Source: an optimization exercise on an open RTL-to-GDS flow (aim: small area, a short achievable clock period and few clock cycles). Production flows keep margins and buffers that such runs may drop.
Where RTL was checked, it was by simulation tests only, not by an equivalence proof against the original.

Setup of main:
==> flow/design.v <==
`timescale 1ns/1ps
module rf_read32 (
input  [31:0] sel,
input  [31:0] d,
output        y
);
wire [10:0] n;
genvar g;
generate
	for (g = 0; g < 10; g = g + 1) begin : grp
		rf_aoi3 u (.s(sel[3*g+2:3*g]), .d(d[3*g+2:3*g]), .y(n[g]));
	end
endgenerate
rf_aoi2 u10 (.s(sel[31:30]), .d(d[31:30]), .y(n[10]));
assign y = ~&n;
endmodule
module rf_aoi3 (
input  [2:0] s,
input  [2:0] d,
output       y
);
assign y = ~|(s & d);
endmodule
module rf_aoi2 (
input  [1:0] s,
input  [1:0] d,
output       y
);
assign y = ~|(s & d);
endmodule
`timescale 1ns/1ps
module regfile(
input clk,
input [4:0] readReg1, readReg2, writeReg,
input [31:0] writeData,
input  write,
output [31:0] readData1, readData2
);
reg [31:0] Registers [0:31];
always @(posedge clk)
	if (write) Registers[writeReg] <= writeData;
reg [31:0] sel1, sel2;
reg [31:0] col [0:31];		 
integer r, b;
always @(*) begin
	for (r = 0; r < 32; r = r + 1) begin
		sel1[r] = (readReg1 == r);
		sel2[r] = (readReg2 == r);
	end
	for (b = 0; b < 32; b = b + 1)
		for (r = 0; r < 32; r = r + 1)
			col[b][r] = Registers[r][b];
end
genvar gb;
generate
	for (gb = 0; gb < 32; gb = gb + 1) begin : bit_
		rf_read32 p1 (.sel(sel1), .d(col[gb]), .y(readData1[gb]));
		rf_read32 p2 (.sel(sel2), .d(col[gb]), .y(readData2[gb]));
	end
endgenerate
endmodule
`timescale 1ns/1ps
module datapath
#(	parameter [31:0] INITIAL_PC = 32'h00400000
)
(
input clk, rst,
input [31:0] instr, dReadData,
output reg [31:0] PC,
output reg MemRead, MemWrite,
output reg [31:0] dAddress, dWriteData
);
reg        iv;           
reg [12:0] fa;           
reg [31:0] ir;
reg        dv;           
reg [31:0] ea, eb;
reg [13:0] eimm;
reg        brp;          
reg [4:0]  erd;
reg        ewe, eld, est, ebr, euimm;
reg        esub, esel_add, esel_slt, esel_xor, esel_or, esel_and, esel_sh, esh_left, esh_arith;
reg [31:0] m1res;       
reg [4:0]  m1rd, m2rd;
reg        m1we, m1ld, m2we, m2ld;
reg [31:0] m2res;
wire [6:0] op  = ir[6:0];
wire [2:0] f3  = ir[14:12];
wire [4:0] rs1 = ir[19:15];
wire [4:0] rs2 = ir[24:20];
wire [4:0] rd  = ir[11:7];
wire isR  = (op == 7'b0110011);
wire isI  = (op == 7'b0010011);
wire isLW = (op == 7'b0000011);
wire isSW = (op == 7'b0100011);
wire isBR = (op == 7'b1100011);
wire isA  = isR | isI;
wire d_we  = isA | isLW;
wire d_rs2 = isR | isSW | isBR;
wire [12:0] immb = {ir[31], ir[7], ir[30:25], ir[11:8], 1'b0};
wire [13:0] d_imm = isBR ? ({immb[12], immb} - 14'd12)
                  : isSW ? {{2{ir[31]}}, ir[31:25], ir[11:7]}
                  :        {{2{ir[31]}}, ir[31:20]};
wire [31:0] wdata = m2ld ? dReadData : m2res;
wire [31:0] rd1, rd2;
regfile regfile1 (.clk(clk), .readReg1(rs1), .readReg2(rs2), .writeReg(m2rd),
		  .writeData(wdata), .write(m2we), .readData1(rd1), .readData2(rd2));
wire [31:0] d_a = (m1we && m1rd == rs1) ? m1res : (m2we && m2rd == rs1) ? wdata : rd1;
wire [31:0] d_b = (m1we && m1rd == rs2) ? m1res : (m2we && m2rd == rs2) ? wdata : rd2;
wire hz = dv & ((eld  & (erd  == rs1 || (d_rs2 && erd  == rs2)))
              | (m1ld & (m1rd == rs1 || (d_rs2 && m1rd == rs2))));
wire [31:0] a   = ea;
wire [31:0] b   = eb;
wire [31:0] op2 = euimm ? {{18{eimm[13]}}, eimm} : b;
wire [31:0] result;
wire [31:0] bx  = esub ? ~op2 : op2;
wire [31:0] sum = p0 ^ cy;
wire        lt  = (a[31] ^ op2[31]) ? a[31] : sum[31];
wire [31:0] x   = a ^ op2;
wire [31:0] g0 = a & bx;
wire [31:0] p0 = a ^ bx;
reg  [31:0] g, p, cy;
integer i, d;
always @(*) begin
	g = g0;
	p = p0;
	for (d = 1; d < 32; d = d * 2)
		for (i = 2*d-1; i < 32; i = i + 2*d) begin
			g[i] = g[i] | (p[i] & g[i-d]);
			p[i] = p[i] & p[i-d];
		end
	for (d = 8; d >= 1; d = d / 2)
		for (i = 3*d-1; i < 32; i = i + 2*d) begin
			g[i] = g[i] | (p[i] & g[i-d]);
			p[i] = p[i] & p[i-d];
		end
	cy[0] = esub;
	for (i = 1; i < 32; i = i + 1) cy[i] = g[i-1] | (p[i-1] & esub);
end
reg  [31:0] ain, sr, shout;
always @(*) begin
	for (i = 0; i < 32; i = i + 1) ain[i] = esh_left ? a[31-i] : a[i];
	sr = $unsigned($signed({esh_arith & a[31], ain}) >>> op2[4:0]);
	for (i = 0; i < 32; i = i + 1) shout[i] = esh_left ? sr[31-i] : sr[i];
end
assign result = ({32{esel_add}} & sum)
              | ({32{esel_slt}} & {31'b0, lt})
              | ({32{esel_xor}} & x)
              | ({32{esel_or}}  & (a | op2))
              | ({32{esel_and}} & (a & op2))
              | ({32{esel_sh}}  & shout);
wire jmp      = dv & isBR & (rs1 == rs2);
wire [13:0] jmp_off = {immb[12], immb} - 14'd8;
wire        ijmp;
wire [12:0] pc_next;
wire taken    = ebr & (a == b);
wire redirect = taken | brp | hz | jmp | ijmp;
wire d_go     = dv & ~(taken | brp | hz | jmp);
wire [13:0] pc_off = brp ? eimm : hz ? -14'd8 : jmp ? jmp_off : 14'd4;
wire [31:0] pc_nx  = PC + {{18{pc_off[13]}}, pc_off};
fetch_jmp fj (.instr(instr), .fa(fa), .pc_mid(PC[12:2]),
	.live(iv & ~brp & ~hz & ~(dv & isBR)), .pc_nx(pc_nx[12:0]), .ijmp(ijmp), .pc_next(pc_next));
wire fwa = ewe && erd == rs1;
wire fwb = ewe && erd == rs2;
always @(posedge clk) begin
	if (rst) PC <= INITIAL_PC;
	else if (!taken) PC <= {pc_nx[31:13], pc_next};	 
	fa <= PC[12:0];
	brp <= ~rst & taken;
	iv <= ~rst & ~redirect;
	dv <= ~rst & iv & ~redirect;
	ir <= instr;
	ewe  <= ~rst & d_go & d_we;
	eld  <= ~rst & d_go & isLW;
	est  <= ~rst & d_go & isSW;
	ebr  <= ~rst & d_go & isBR;
	euimm <= isI | isLW | isSW;
	esub     <= isR & ((f3 == 3'b000 & ir[30]) | f3 == 3'b010) | isI & f3 == 3'b010;
	esel_add <= isA & f3 == 3'b000 | isLW | isSW;
	esel_slt <= isA & f3 == 3'b010;
	esel_xor <= isA & f3 == 3'b100;
	esel_or  <= isA & f3 == 3'b110;
	esel_and <= isA & f3 == 3'b111;
	esel_sh  <= isA & f3[1:0] == 2'b01;
	esh_left <= ~f3[2];
	esh_arith <= ir[30];
	if (!taken) eimm <= d_imm;
	erd  <= rd;
	ea   <= fwa ? result : d_a;
	eb   <= fwb ? result : d_b;
	dAddress   <= result;
	m1res      <= result;
	dWriteData <= b;
	MemRead    <= ~rst & eld;
	MemWrite   <= ~rst & est;
	m1we <= ~rst & ewe;
	m1ld <= ~rst & eld;
	m1rd <= erd;
	m2we  <= ~rst & m1we;
	m2ld  <= m1ld;
	m2rd  <= m1rd;
	m2res <= m1res;
end
endmodule
module fetch_jmp (
input  [31:0] instr,
input  [12:0] fa,	 
input  [12:2] pc_mid,
input         live,	 
input  [12:0] pc_nx,
output        ijmp,
output [12:0] pc_next
);
wire [12:0] iimm = {instr[31], instr[7], instr[30:25], instr[11:8], 1'b0};
wire [12:0] ilo  = fa + iimm;
assign ijmp = live & (instr[6:0] == 7'b1100011) & (instr[19:15] == instr[24:20])
            & (fa[12] == instr[31]) & (|pc_mid) & ~(&pc_mid);
assign pc_next = ijmp ? ilo : pc_nx;
endmodule
`timescale 1ns/1ps
module multicycle
#(	parameter [31:0] INITIAL_PC = 32'h00400000
)
(
input clk, rst,
input [31:0] instr, dReadData,
output MemRead, MemWrite,
output [31:0] PC, dAddress, dWriteData
);
datapath #(INITIAL_PC) datapath1 (.clk(clk), .rst(rst), .instr(instr), .dReadData(dReadData),
	.PC(PC), .MemRead(MemRead), .MemWrite(MemWrite), .dAddress(dAddress), .dWriteData(dWriteData));
endmodule
clock: 20.0 ns
lec_check: 0
cap_margin: 20
core_margin: 2
core_utilization: 40
cts_cluster_diameter: 100
cts_cluster_size: 30
place_density: 0.6
slew_margin: 20
synth_hierarchical: 1
standard.sh (not shown) runs the stock make flow with config.mk's settings and CLKGATE_MAP_FILE= SYNTH_SCRIPT=/design/flow/synth_recipe.tcl, a recipe that flattens the netlist after the stock synthesis.
==> flow/flow/run.sh <==
#!/bin/bash
set -euo pipefail
work=$(pwd)
export POST_GLOBAL_PLACE_TCL=$work/flow/io_buffers.tcl
export SETUP_SLACK_MARGIN=14.6
bash standard.sh synth > "$work/flow_synth.log" 2>&1
bash standard.sh finish > "$work/flow_layout.log" 2>&1
==> flow/flow/io_buffers.tcl <==
# Sourced after global placement (POST_GLOBAL_PLACE_TCL). Swap each port
# buffer for a plain buffer: buf_4 on inputs, buf_2 on outputs.
set nswap 0
foreach inst [[ord::get_db_block] getInsts] {
  if { [[$inst getMaster] getName] ne "sky130_fd_sc_hd__clkdlybuf4s50_1" } { continue }
  set to ""
  foreach it [$inst getITerms] {
    set net [$it getNet]
    if { $net eq "NULL" || [llength [$net getBTerms]] == 0 } { continue }
    if { [$it isInputSignal] } { set to sky130_fd_sc_hd__buf_4 } else { set to sky130_fd_sc_hd__buf_2 }
  }
  if { $to ne "" } {
    replace_cell [$inst getName] $to
    incr nswap
  }
}
puts "io_buffers: swapped $nswap port buffers"
Testbench counts of main, summed over its fixed seeds: cycles 14,546.
## Diff of input files: the feature branch against main
--- a/flow/design.v
+++ b/flow/design.v
@@ -12,5 +12,5 @@
 	end
 endgenerate
-rf_aoi2 u10 (.s(sel[31:30]), .d(d[31:30]), .y(n[10]));
+rf_aoi3 u10 (.s({1'b0, sel[31:30]}), .d({1'b0, d[31:30]}), .y(n[10]));
 assign y = ~&n;
 endmodule
@@ -18,11 +18,4 @@
 input  [2:0] s,
 input  [2:0] d,
-output       y
-);
-assign y = ~|(s & d);
-endmodule
-module rf_aoi2 (
-input  [1:0] s,
-input  [1:0] d,
 output       y
 );
@@ -160,10 +153,13 @@
 wire [31:0] pc_nx  = PC + {{18{pc_off[13]}}, pc_off};
 fetch_jmp fj (.instr(instr), .fa(fa), .pc_mid(PC[12:2]),
-	.live(iv & ~brp & ~hz & ~(dv & isBR)), .pc_nx(pc_nx[12:0]), .ijmp(ijmp), .pc_next(pc_next));
+	.live(iv & ~brp & ~hz & ~jmp), .pc_nx(pc_nx[12:0]), .ijmp(ijmp), .pc_next(pc_next));
 wire fwa = ewe && erd == rs1;
 wire fwb = ewe && erd == rs2;
 always @(posedge clk) begin
 	if (rst) PC <= INITIAL_PC;
-	else if (!taken) PC <= {pc_nx[31:13], pc_next};	 
+	else if (!taken) begin
+		PC[12:0] <= pc_next;
+		if (!ijmp) PC[31:13] <= pc_nx[31:13];	 
+	end
 	fa <= PC[12:0];
 	brp <= ~rst & taken;
@@ -215,5 +211,5 @@
 wire [12:0] ilo  = fa + iimm;
 assign ijmp = live & (instr[6:0] == 7'b1100011) & (instr[19:15] == instr[24:20])
-            & (fa[12] == instr[31]) & (|pc_mid) & ~(&pc_mid);
+            & (fa[12] == instr[31]) & (|pc_mid);
 assign pc_next = ijmp ? ilo : pc_nx;
 endmodule
Findings:
- main and the feature branch ended up with nearly the same growth of design area from synthesis to finish.
- main has a higher combined area of all synthesized cells than the feature branch.
- In the feature branch, the setup slack of the critical path after layout came out 0.016 ns above the value in main.
- Per the comparison of the feature branch with main, cell count increased by 124 relative to the old numbers; cell area after layout decreased by about 0.5% relative to the old numbers.
- Compared with main, the feature branch shows a total area of multi-input combinational cells that is 230 µm² lower.
Only the layout flow was run in the feature branch; the RTL was not checked for function there.

[re-timing with driven ports]
The flow's constraints put no driver on any port. The routed layouts listed below were extracted and timed again, unchanged, in two steps.
Step 1 (the two cells are an assumption about what drives the block):
set clk [get_ports {clk}]
set_driving_cell -lib_cell sky130_fd_sc_hd__clkbuf_16 $clk
set_driving_cell -lib_cell sky130_fd_sc_hd__buf_2 [delete_from_list [all_inputs] $clk]
Step 2 moves the port delays by t, midway between the first and last clock arrival at a register: inputs arrive t later, outputs are due t later. That takes back most of the time a late clock gives input paths.
a / b / c = ideal ports / drivers / drivers and shift; a / b = the first two.
| run | shift t [ns] | setup slack, ns | slew at the worst register clock pin (ns) | worst slew at a driven data input, ns |
|---|---|---|---|---|
| main | 0.801 | 14.631 / 14.552 / 14.026 | 0.12 / 0.12 | 0.11 |
| the feature branch | 0.813 | 14.647 / 14.566 / 14.034 | 0.12 / 0.12 | 0.06 |
After both steps setup and hold are still met in every run listed. The setup slack of the feature branch, which loses most, moves by -0.081 ns with the drivers and by -0.613 ns with both steps.
